This is an optimization exercise on Yosys and OpenROAD, whose aim is small area, a short achievable clock period and few clock cycles per item, not a production implementation.
The RTL was checked by simulation tests, not by an equivalence proof against the original design.
Power is estimated from default activity; no workload was simulated.

== run 1 ==
// PolyMult
module PolyMult(clk, rst, start, A3, A2, A1, A0, B3, B2, B1, B0, finish, C3, C2, C1, C0);
Size: ~1500 cells after synthesis, about 33 flip-flops, ~0.014 sq mm of cells after synthesis.
export LEC_CHECK = 0
export CAP_MARGIN = 20
export CORE_MARGIN = 2
export CORE_UTILIZATION = 40
export SLEW_MARGIN = 20
create_clock -name core_clock -period 6.0 [get_ports {clk}]
standard.sh (not shown) runs the stock make flow with config.mk's settings and CLKGATE_MAP_FILE= SYNTH_SCRIPT=/design/flow/synth_recipe.tcl, a recipe that flattens the netlist after the stock synthesis.
==> flow/flow/run.sh <==
#!/bin/bash
# The standard layout (the standard.sh) with these ORFS variables changed:
#   BUFFER_PORTS_ARGS='-buffer_cell sky130_fd_sc_hd__buf_2'
# The whole make output goes to standard_flow.log; ORFS keeps each step's log under orfs/logs/.
set -euo pipefail
bash standard.sh BUFFER_PORTS_ARGS='-buffer_cell sky130_fd_sc_hd__buf_2' finish > standard_flow.log 2>&1
Testbench counts of run 1, summed over its fixed seeds: cycles 804, items 800.
Changes in run 2 relative to run 1:
Settings: CORE_UTILIZATION: 40 -> 65; SETUP_SLACK_MARGIN: unset -> 0.6.
Findings:
- On number of distinct standard cells referenced by the synthesized netlist, run 1 tracks run 2 almost exactly.
- Of run 1 and run 2, the lower total wire length after detailed routing belongs to run 2.
- When the final numbers for run 1 and run 2 were put side by side, the initial antenna violation count turned out to be greater in run 1.
Setup changes, run 2 to run 3
Settings: swapping 65 for 40 in CORE_UTILIZATION; clearing SETUP_SLACK_MARGIN, which used to be 0.6.
==> flow/flow/run.sh <==
#!/bin/bash
# The standard layout (the standard.sh) with these ORFS variables changed:
#   ADDER_MAP_FILE= BUFFER_PORTS_ARGS='-buffer_cell sky130_fd_sc_hd__buf_2'
# The whole make output goes to standard_flow.log; ORFS keeps each step's log under orfs/logs/.
set -euo pipefail
bash standard.sh ADDER_MAP_FILE= BUFFER_PORTS_ARGS='-buffer_cell sky130_fd_sc_hd__buf_2' finish > standard_flow.log 2>&1
Results
Run 3 completed every stage of the flow, and the final layout passed the timing, design-rule and antenna checks.
Sort run 3 and run 2 by synthesized net count, ascending, and run 2 comes first.
Re cell area after synthesis: run 3 is about 19% up on run 2.
For run 2, the timing startpoint of the critical path was B1[0], unlike run 3, where it was B0[1].
Run 3 vs. run 2: post-detailed-route wirelength per cell decreased 7.5%; worst hold margin decreased 0.0078 ns; routed wire length increased about 30%; sequential standard cell area essentially unchanged; die outline area increased 0.021 sq mm.
Run 3 does better than run 2 on least setup slack across all paths after layout.
Run 3 reports a higher number of inserted filler cells in the final layout than run 2 does.
Changes in run 4 relative to run 3:
Settings: CORE_UTILIZATION: 40 -> 65.
==> flow/flow/run.sh <==
#!/bin/bash
# The standard layout (the standard.sh) with these ORFS variables changed:
#   BUFFER_PORTS_ARGS='-buffer_cell sky130_fd_sc_hd__buf_2'
# The whole make output goes to standard_flow.log; ORFS keeps each step's log under orfs/logs/.
set -euo pipefail
bash standard.sh BUFFER_PORTS_ARGS='-buffer_cell sky130_fd_sc_hd__buf_2' finish > standard_flow.log 2>&1
Results
- Global-route wire length before repair is lower on run 4
- Run 3 vs run 4, most common cell after layout, fill and taps aside: sky130_fd_sc_hd__nand2_1 vs sky130_fd_sc_hd__and2_1
- Re wire length on met1: run 4 is 6.8 mm down on run 3.
- Setup slack at placement (run 4 over run 3): decrease, 0.61 ns
- Area overhead of the layout relative to synthesis on run 4 is up relative to run 3.
- The critical path depth of run 4 exceeds that of run 3 by 3.
- For run 4, the source of the critical timing path was B2[1], unlike run 3, where it was B0[1].
- The non-clock buffer count reported for run 4 is greater than that of run 3 by 7.

PolyMult, a different RTL version from the one above (not shown whole).
Size in the first run: ~13000 um2 of cells after synthesis.
clock: 6.0 ns
lec_check: 0
cap_margin: 20
core_margin: 2
core_utilization: 65
slew_margin: 20
synth_hierarchical: 1
synth_minimum_keep_size: 0
==> flow/flow/run.sh <==
#!/bin/bash
# The standard layout (the standard.sh) with these ORFS variables changed:
#   port buffers: sky130_fd_sc_hd__buf_4, then resized after global placement by their load
#   
# The whole make output goes to standard_flow.log; ORFS keeps each step's log under orfs/logs/.
set -euo pipefail
bash standard.sh BUFFER_PORTS_ARGS='-buffer_cell sky130_fd_sc_hd__buf_4' POST_GLOBAL_PLACE_TCL=$(pwd)/flow/post_gpl.tcl  finish > standard_flow.log 2>&1
==> flow/flow/post_gpl.tcl <==
# After global placement: the output ports drive only a 10 fF load and have
# ample slack, so their port buffers are made the smallest buffer.
foreach inst [get_cells output*] {
  if {[get_property $inst ref_name] eq "sky130_fd_sc_hd__buf_4"} {
    replace_cell $inst sky130_fd_sc_hd__buf_1
  }
}
foreach inst [get_cells input*] {
  if {[get_property $inst ref_name] ne "sky130_fd_sc_hd__buf_4"} continue
  set port [get_full_name [get_nets -of_objects [get_pins [get_full_name $inst]/A]]]
  if {![regexp {^[AB][0-3]\[([0-7])\]$} $port -> bit]} continue
  if {$bit <= 3} {
    replace_cell $inst sky130_fd_sc_hd__buf_6
  } elseif {$bit >= 6} {
    replace_cell $inst sky130_fd_sc_hd__buf_2
  }
}
Testbench counts at the start, summed over its fixed seeds: cycles 804, items 800.
Change:
--- a/flow/flow/post_gpl.tcl
+++ b/flow/flow/post_gpl.tcl
@@ -11,3 +11,5 @@
   if {![regexp {^[AB][0-3]\[([0-7])\]$} $port -> bit]} continue
-  if {$bit <= 3} {
+  if {$bit <= 2} {
+    replace_cell $inst sky130_fd_sc_hd__buf_8
+  } elseif {$bit <= 4} {
     replace_cell $inst sky130_fd_sc_hd__buf_6
Effect: The new run produced a clean layout. Setup slack gets better by 0.045 ns. Routed wire length increases by 0.50%. Die area does not change.
Change:
Settings changed: CORE_UTILIZATION 65 to 55.
After rerunning: The new run finished with timing, DRC and antenna clean; hold slack stays flat; first-iteration DRC count falls by about a fifth; non-clock buffer count grows by 1; die area increases by about a fifth; power came out higher slightly.
Change:
--- a/flow/flow/run.sh
+++ b/flow/flow/run.sh
@@ -2,3 +2,3 @@
 # The standard layout (the standard.sh) with these ORFS variables changed:
-#   port buffers: sky130_fd_sc_hd__buf_4, then resized after global placement by their load
+#   port buffers: sky130_fd_sc_hd__buf_4, then output ones resized after global placement
 #   
==> flow/flow/post_gpl.tcl (replaced) <==
# After global placement: the output ports drive only a 10 fF load and have
# ample slack, so their port buffers are made the smallest buffer.
foreach inst [get_cells output*] {
  if {[get_property $inst ref_name] eq "sky130_fd_sc_hd__buf_4"} {
    replace_cell $inst sky130_fd_sc_hd__buf_1
  }
}
Settings changed: CORE_UTILIZATION 55 to 65.
- final cell count fell by 2.8%
- final area fell by 1.9%
- setup slack got worse by 0.15 ns
- via count rose by 2.3%
- die area fell by 15%
- combinational power stays flat
- routed wire length fell by 4.8%
- power fell by 0.46%
- first-iteration DRC count rose by 8.0%
- synthesized cell count is unchanged

-- port drivers added, routing unchanged --
In the flow no input, the clock included, has a driving cell. The finished layouts below were timed again as built, in two steps. Step 1 (the two cells are an assumption about what drives the block):
set clk [get_ports {clk}]
set_driving_cell -lib_cell sky130_fd_sc_hd__clkbuf_16 $clk
set_driving_cell -lib_cell sky130_fd_sc_hd__buf_2 [delete_from_list [all_inputs] $clk]
Step 2, shift: input delay + t, output delay - t, t = (earliest + latest rising clock arrival at the registers) / 2. This alone moves slack from input paths to output paths. a / b / c = no drivers / after step 1 / after step 2; a / b = the first two.
run	t (ns)	slack for setup (ns)	worst slew at a driven data input, ns	pins driven straight from the clock port
run 1	0.349	0.469 / 0.496 / 0.147	0.06	1
run 2	0.343	0.747 / 0.763 / 0.420	0.07	1
run 3	0.351	1.049 / 1.056 / 0.705	0.06	1
run 4	0.339	0.472 / 0.472 / 0.133	0.11	1
the first run of note 2	0.347	1.041 / 1.045 / 0.698	0.06	1
the second run of note 2	0.349	1.086 / 1.086 / 0.737	0.06	1
the third run of note 2	0.344	1.073 / 1.063 / 0.720	0.07	1
the fourth run of note 2	0.354	0.923 / 0.945 / 0.591	0.04	1
After both steps setup and hold are still met in every run listed. The setup slack of the third run of note 2, which loses most, moves by -0.010 ns with the drivers and by -0.353 ns with both steps.
